What follows belongs to an exercise in optimizing a design on an open flow for small area, a short achievable clock period and few clock cycles; a production flow would make more cautious choices. The RTL was checked by simulation tests, not by an equivalence proof against the original design.

## try-tundra
==> flow/design.v <==
`timescale 1ns / 1ps
module cordic_core(input clk, input rst, input start, input [3:0] func, input [15:0] op1, input [15:0] op2,
    output busy, output done, output [31:0] result);
    reg busy_r, done_r;
    reg first;
    reg [1:0] pst;
    reg [3:0] f;
    reg m_cir, m_asn, m_acs, m_hro, m_hve;
    reg [3:0] cnt;
    reg signed [15:0] x, y, t;
    reg [15:0] z;
    reg r16, rhi;
    reg lt, zsg, ypos;
    assign busy = busy_r;
    assign done = done_r;
    assign result = {{15{rhi}}, r16, z};
    wire circular = (f[3:1] == 3'd0) | (f[3:1] == 3'd1);
    wire m_ln = f[3];
    wire m_hrot = (f == 4'd4) | (f == 4'd5) | (f == 4'd6);
    reg [15:0] rom;
    always @(*)
    begin
        if(circular)
            case(cnt)
                4'd0: rom = 16'b0011001001000011;
                4'd1: rom = 16'b0001110110101100;
                4'd2: rom = 16'b0000111110101101;
                4'd3: rom = 16'b0000011111110101;
                4'd4: rom = 16'b0000001111111110;
                4'd5: rom = 16'b0000000111111111;
                4'd6: rom = 16'b0000000011111111;
                4'd7: rom = 16'b0000000001111111;
                4'd8: rom = 16'b0000000000111111;
                4'd9: rom = 16'b0000000000011111;
                4'd10: rom = 16'b0000000000001111;
                4'd11: rom = 16'b0000000000000111;
                4'd12: rom = 16'b0000000000000011;
                4'd13: rom = 16'b0000000000000001;
                default: rom = 16'd0;
            endcase
        else if(m_ln)
            case(cnt)
                4'd1: rom = 16'b0100011001001110;
                4'd2: rom = 16'b0010000010110000;
                4'd3: rom = 16'b0001000000010100;
                4'd4: rom = 16'b0000100000000010;
                4'd5: rom = 16'b0000010000000000;
                4'd6: rom = 16'b0000001000000000;
                4'd7: rom = 16'b0000000100000000;
                4'd8: rom = 16'b0000000010000000;
                4'd9: rom = 16'b0000000001000000;
                4'd10: rom = 16'b0000000000100000;
                4'd11: rom = 16'b0000000000010000;
                4'd12: rom = 16'b0000000000001000;
                4'd13: rom = 16'b0000000000000100;
                4'd14: rom = 16'b0000000000000010;
                default: rom = 16'd0;
            endcase
        else
            case(cnt)
                4'd1: rom = 16'b0010001100100111;
                4'd2: rom = 16'b0001000001011000;
                4'd3: rom = 16'b0000100000001010;
                4'd4: rom = 16'b0000010000000001;
                4'd5: rom = 16'b0000001000000000;
                4'd6: rom = 16'b0000000100000000;
                4'd7: rom = 16'b0000000010000000;
                4'd8: rom = 16'b0000000001000000;
                4'd9: rom = 16'b0000000000100000;
                4'd10: rom = 16'b0000000000010000;
                4'd11: rom = 16'b0000000000001000;
                4'd12: rom = 16'b0000000000000100;
                4'd13: rom = 16'b0000000000000010;
                4'd14: rom = 16'b0000000000000001;
                default: rom = 16'd0;
            endcase
    end
    wire d0 = ~t[15] & (t != 16'd0);
    wire mc = ({x[1:0], 4'd0} < x[5:0]);
    wire pp1 = (pst == 2'd2);
    wire sub_x = (m_cir & y[15]) | (m_asn & lt) | (m_acs & lt) | (m_hro & zsg) | (m_hve & ypos) | pp1;
    wire sub_y = (m_cir & ~y[15]) | (m_asn & ~lt) | (m_acs & ~lt) | (m_hro & zsg) | (m_hve & ypos);
    wire sub_z = (m_cir & y[15]) | (m_asn & ~lt) | (m_acs & lt) | (m_hro & ~zsg) | (m_hve & ~ypos);
    wire cin_x = pp1 ? ~mc : sub_x;
    wire signed [15:0] xs = x >>> cnt;
    wire signed [15:0] ys = y >>> cnt;
    wire [16:0] zs = first ? {1'b0, (m_hrot ? t : 16'h0000)} : {r16, z};
    wire [15:0] yb = xs ^ {16{sub_y}};
    wire [17:0] xn2 = {x[15], x, 1'b1} + {({ys[15], ys} ^ {17{sub_x}}), cin_x};
    wire [16:0] yn2 = {y, 1'b1} + {yb, sub_y};
    wire [17:0] zn2 = {zs, 1'b1} + {({1'b0, rom} ^ {17{sub_z}}), sub_z};
    wire [16:0] xn = xn2[17:1];
    wire [15:0] yn = yn2[16:1];
    wire [16:0] zn = zn2[17:1];
    wire [15:0] zk = {y[14:0] | yb[14:0], sub_y};
    wire yn_zero = &(~(y ^ yb ^ zk));
    wire ypos_next = ~yn[15] & ~yn_zero;
    wire [16:0] ca = {y[15], y};
    wire [16:0] cb = {xs[15], xs} ^ {17{~lt}};
    wire [16:0] cc = ~{t[15], t};
    wire [16:0] cs_s = ca ^ cb ^ cc;
    wire [16:0] cs_c = (ca & cb) | (ca & cc) | (cb & cc);
    wire [17:0] cs_v = {cs_s, 1'b1} + {cs_c[15:0], 1'b1, ~lt};
    wire lt_next = cs_v[17];
    wire lt_first = d0 ? (t > 16'sh26DD) : (t > -16'sh26DD);
    wire [15:0] xln = {op1[15:14] + 2'b01, op1[13:0]};
    wire [15:0] yln = {op1[15:14] - 2'b01, op1[13:0]};
    wire last = (f == 4'd0 || f[3:1] == 3'd1) ? (cnt == 4'd13) :
                ((f == 4'd7 || m_ln) ? (cnt == 4'd14) : (cnt == 4'd15));
    always @(posedge clk)
    begin
        if(rst)
        begin
            busy_r <= 0;
            done_r <= 0;
            first <= 0;
            pst <= 0;
        end
        else if(!busy_r)
        begin
            if(start)
            begin
                busy_r <= 1;
                done_r <= 0;
                first <= 1;
                pst <= 0;
            end
        end
        else if(pst != 2'd0)
        begin
            pst <= pst + 2'd1;
            if(pst == 2'd3)
            begin
                busy_r <= 0;
                done_r <= 1;
            end
        end
        else
        begin
            first <= 0;
            if(last)
            begin
                if(f == 4'd1)
                    pst <= 2'd1;
                else if(f == 4'd6)
                    pst <= 2'd3;
                else
                begin
                    busy_r <= 0;
                    done_r <= 1;
                end
            end
        end
    end
    always @(posedge clk)
    begin
        if(!busy_r)
        begin
            x <= func[3] ? xln : op1;
            y <= func[3] ? yln : op2;
            t <= op1;
            f <= func;
            m_cir <= (func[3:1] == 3'd0);
            m_acs <= (func[3:1] == 3'd1) & ~func[0];
            m_asn <= (func[3:1] == 3'd1) & func[0];
            m_hro <= (func[3:1] == 3'd2) | (func[3:0] == 4'd6);
            m_hve <= (func[3:0] == 4'd7) | func[3];
            zsg <= op1[15];
            ypos <= func[3] ? (~yln[15] & (yln != 16'd0)) : (~op2[15] & (op2 != 16'd0));
            cnt <= {3'd0, func[3] | func[2]};
        end
        else if(pst == 2'd1)
        begin
            y <= x;
            cnt <= 4'd6;
        end
        else if(pst == 2'd2)
        begin
            x <= xn[15:0];
            cnt <= 4'd2;
        end
        else if(pst == 2'd3)
        begin
            r16 <= xn[16];
            if(f == 4'd1)
            begin
                z <= xn[16:1];
                rhi <= xn[16];
            end
            else
            begin
                z <= xn[15:0];
                rhi <= 0;
            end
        end
        else
        begin
            cnt <= cnt + 4'd1;
            lt <= first ? lt_first : lt_next;
            zsg <= zn[15];
            ypos <= ypos_next;
            r16 <= m_ln & zn[16];
            rhi <= 0;
            if(first && (m_asn || m_acs))
            begin
                x <= 16'h26DD;
                y <= d0 ? 16'h26DD : -16'sh26DD;
                if(m_acs)
                    z <= d0 ? 16'h6487 - 16'h3243 : 16'h6487 + 16'h3243;
                else
                    z <= d0 ? 16'h3243 : -16'sh3243;
            end
            else
            begin
                if(first && m_hro)
                begin
                    if(f == 4'd5)
                    begin
                        x <= zsg ? -16'sh2800 : 16'sh2800;
                        y <= 16'h5000;
                    end
                    else
                    begin
                        x <= 16'h5000;
                        y <= zsg ? -16'sh2800 : 16'sh2800;
                    end
                end
                else
                begin
                    x <= xn[15:0];
                    y <= yn;
                end
                z <= zn[15:0];
            end
            if(last)
            begin
                if(f == 4'd1 || f == 4'd6)
                begin
                    m_cir <= 0;
                    m_hro <= 0;
                end
                if(f == 4'd4 || f == 4'd5)
                    z <= xn[15:0];
            end
        end
    end
endmodule
Settings: LEC_CHECK=0, ABC_AREA=1, CAP_MARGIN=20, CORE_MARGIN=2, CORE_UTILIZATION=40, SLEW_MARGIN=20; clock period 12.0 ns.
standard.sh (not shown) runs the stock make flow with config.mk's settings and CLKGATE_MAP_FILE= SYNTH_SCRIPT=/design/flow/synth_recipe.tcl, a recipe that flattens the netlist after the stock synthesis.
==> flow/flow/run.sh <==
#!/bin/bash
# Standard synthesis and floorplan, then the standard layout with buf_4 port buffers and
# repair_timing (after CTS and global routing) aiming for a larger setup margin.
set -euo pipefail
bash standard.sh synth > flow_synth.log 2>&1
bash standard.sh floorplan > flow_floorplan.log 2>&1
bash standard.sh SETUP_SLACK_MARGIN=8.2 TNS_END_PERCENT=0 "BUFFER_PORTS_ARGS=-buffer_cell sky130_fd_sc_hd__buf_4" finish > flow_layout.log 2>&1
Testbench counts of try-tundra, summed over its fixed seeds: cycles 76,922.
Here is what was changed in the inputs of try-quartz compared with try-tundra.
==> flow/flow/run.sh <==
#!/bin/bash
# Standard synthesis, then the standard layout with repair_timing aiming for a larger setup margin.
set -euo pipefail
bash standard.sh synth > flow_synth.log 2>&1
bash standard.sh SETUP_SLACK_MARGIN=8.5 TNS_END_PERCENT=0 RECOVER_POWER=100 finish > flow_layout.log 2>&1
### Flow results
- In try-quartz the implementation completed, yet the final layout does not meet the checks, the culprit being capacitance limit, slew limit.
- In try-quartz, the final critical-path share of the clock period came out 13 points above the value in try-tundra.
- Number of nets in the layout is lower on try-tundra
- For maximum frequency, dividing the value from try-quartz by the value from try-tundra gives 0.71.
- Status: post-detailed-routing wire length parity (try-tundra, try-quartz)
- Going from try-tundra to try-quartz, the cell area was found to have gone up by about 3%.
Input changes introduced in try-lagoon (baseline for comparison: try-quartz):
==> flow/flow/run.sh <==
#!/bin/bash
# Standard synthesis and floorplan, then the standard layout with buf_4 port buffers and
# repair_timing (after CTS and global routing) aiming for a larger setup margin.
set -euo pipefail
bash standard.sh synth > flow_synth.log 2>&1
bash standard.sh floorplan > flow_floorplan.log 2>&1
bash standard.sh SETUP_SLACK_MARGIN=7.6 TNS_END_PERCENT=0 "BUFFER_PORTS_ARGS=-buffer_cell sky130_fd_sc_hd__buf_4" finish > flow_layout.log 2>&1
--- outcome ---
- Status | try-quartz and try-lagoon | clean except try-quartz
- On maximum level of the CTS H-tree, try-lagoon tracks try-quartz almost exactly.
- Worst setup path endpoint: y[8] -> try-quartz, y[10] -> try-lagoon
- STATUS worst setup margin: try-lagoon wins against try-quartz
- When the final numbers for try-quartz and try-lagoon were put side by side, the depth of the critical timing path with buffers and inverters included turned out to be smaller in try-lagoon.
- Relative to try-quartz, the footprint of the multi-input gates of try-lagoon is lower by about 10%.
- Re register-to-register slack: try-quartz and try-lagoon aren't equal, and the higher value belongs to try-lagoon.
- Going from try-quartz to try-lagoon, number of fill cells in the layout grew by a little under 10%.
- In the tables for try-quartz and try-lagoon, routed length on met1 reads higher with try-quartz.
What try-amber does differently from try-lagoon at the input level:
==> flow/flow/run.sh <==
#!/bin/bash
# Standard synthesis, then the standard layout with repair_timing aiming for a larger setup margin.
set -euo pipefail
bash standard.sh synth > flow_synth.log 2>&1
bash standard.sh SETUP_SLACK_MARGIN=8.5 TNS_END_PERCENT=0 finish > flow_layout.log 2>&1
In the tables for try-lagoon and try-amber, highest fanout seen on the critical path reads higher with try-lagoon.
Re global-route usage: try-lagoon was lower than try-amber.
Total area of multi-input combinational cells sits higher in try-amber than in try-lagoon.
Lower worst-case headroom to the max-slew limit among try-lagoon and try-amber: try-lagoon
Modified inputs, try-sierra compared to try-amber
==> flow/flow/run.sh <==
#!/bin/bash
# Standard synthesis and floorplan, then the standard layout with buf_4 port buffers and
# repair_timing (after CTS and global routing) aiming for a larger setup margin.
set -euo pipefail
bash standard.sh synth > flow_synth.log 2>&1
bash standard.sh floorplan > flow_floorplan.log 2>&1
bash standard.sh SETUP_SLACK_MARGIN=8.0 TNS_END_PERCENT=0 "BUFFER_PORTS_ARGS=-buffer_cell sky130_fd_sc_hd__buf_4" finish > flow_layout.log 2>&1
Notes after the runs:
Per the comparison of try-sierra with try-amber, wire length per cell after detailed routing was more or less identical; clock network area share now larger; number of signal-net buffers in the layout down about 22%; count of fill cells added during filler insertion now sits higher.

==> afterwards: timing with drivers on the ports <==
No port has a modelled driver above. Below, the same layouts with a new extraction and two added sets of constraints. Step 1 (the two cells are an assumption about what drives the block):
set clk [get_ports {clk}]
set_driving_cell -lib_cell sky130_fd_sc_hd__clkbuf_16 $clk
set_driving_cell -lib_cell sky130_fd_sc_hd__buf_2 [delete_from_list [all_inputs] $clk]
Step 2 adds t to the input delays and takes it off the output delays; t is the mean of the earliest and latest rising clock arrival at the registers after step 1. Input paths then give back, and output paths get back, about the clock's delay inside the block. a / b / c = no drivers / after step 1 / after step 2; a / b = the first two.
| run | t, ns | setup slack, ns | hold slack, ns | cell pins on the clock port's net |
|---|---|---|---|---|
| try-tundra | 0.400 | 8.148 / 8.163 / 7.763 | 0.472 / 0.472 / 0.472 | 1 |
| try-quartz | 0.407 | 6.560 / 6.560 / 6.560 | 0.464 / 0.464 / 0.464 | 1 |
| try-lagoon | 0.407 | 7.723 / 7.723 / 7.723 | 0.472 / 0.472 / 0.472 | 1 |
| try-amber | 0.404 | 8.226 / 8.214 / 7.849 | 0.467 / 0.467 / 0.467 | 1 |
| try-sierra | 0.405 | 8.069 / 8.069 / 7.782 | 0.472 / 0.472 / 0.472 | 1 |
The setup slack of try-tundra, which loses most, moves by +0.015 ns with the drivers and by -0.385 ns with both steps.
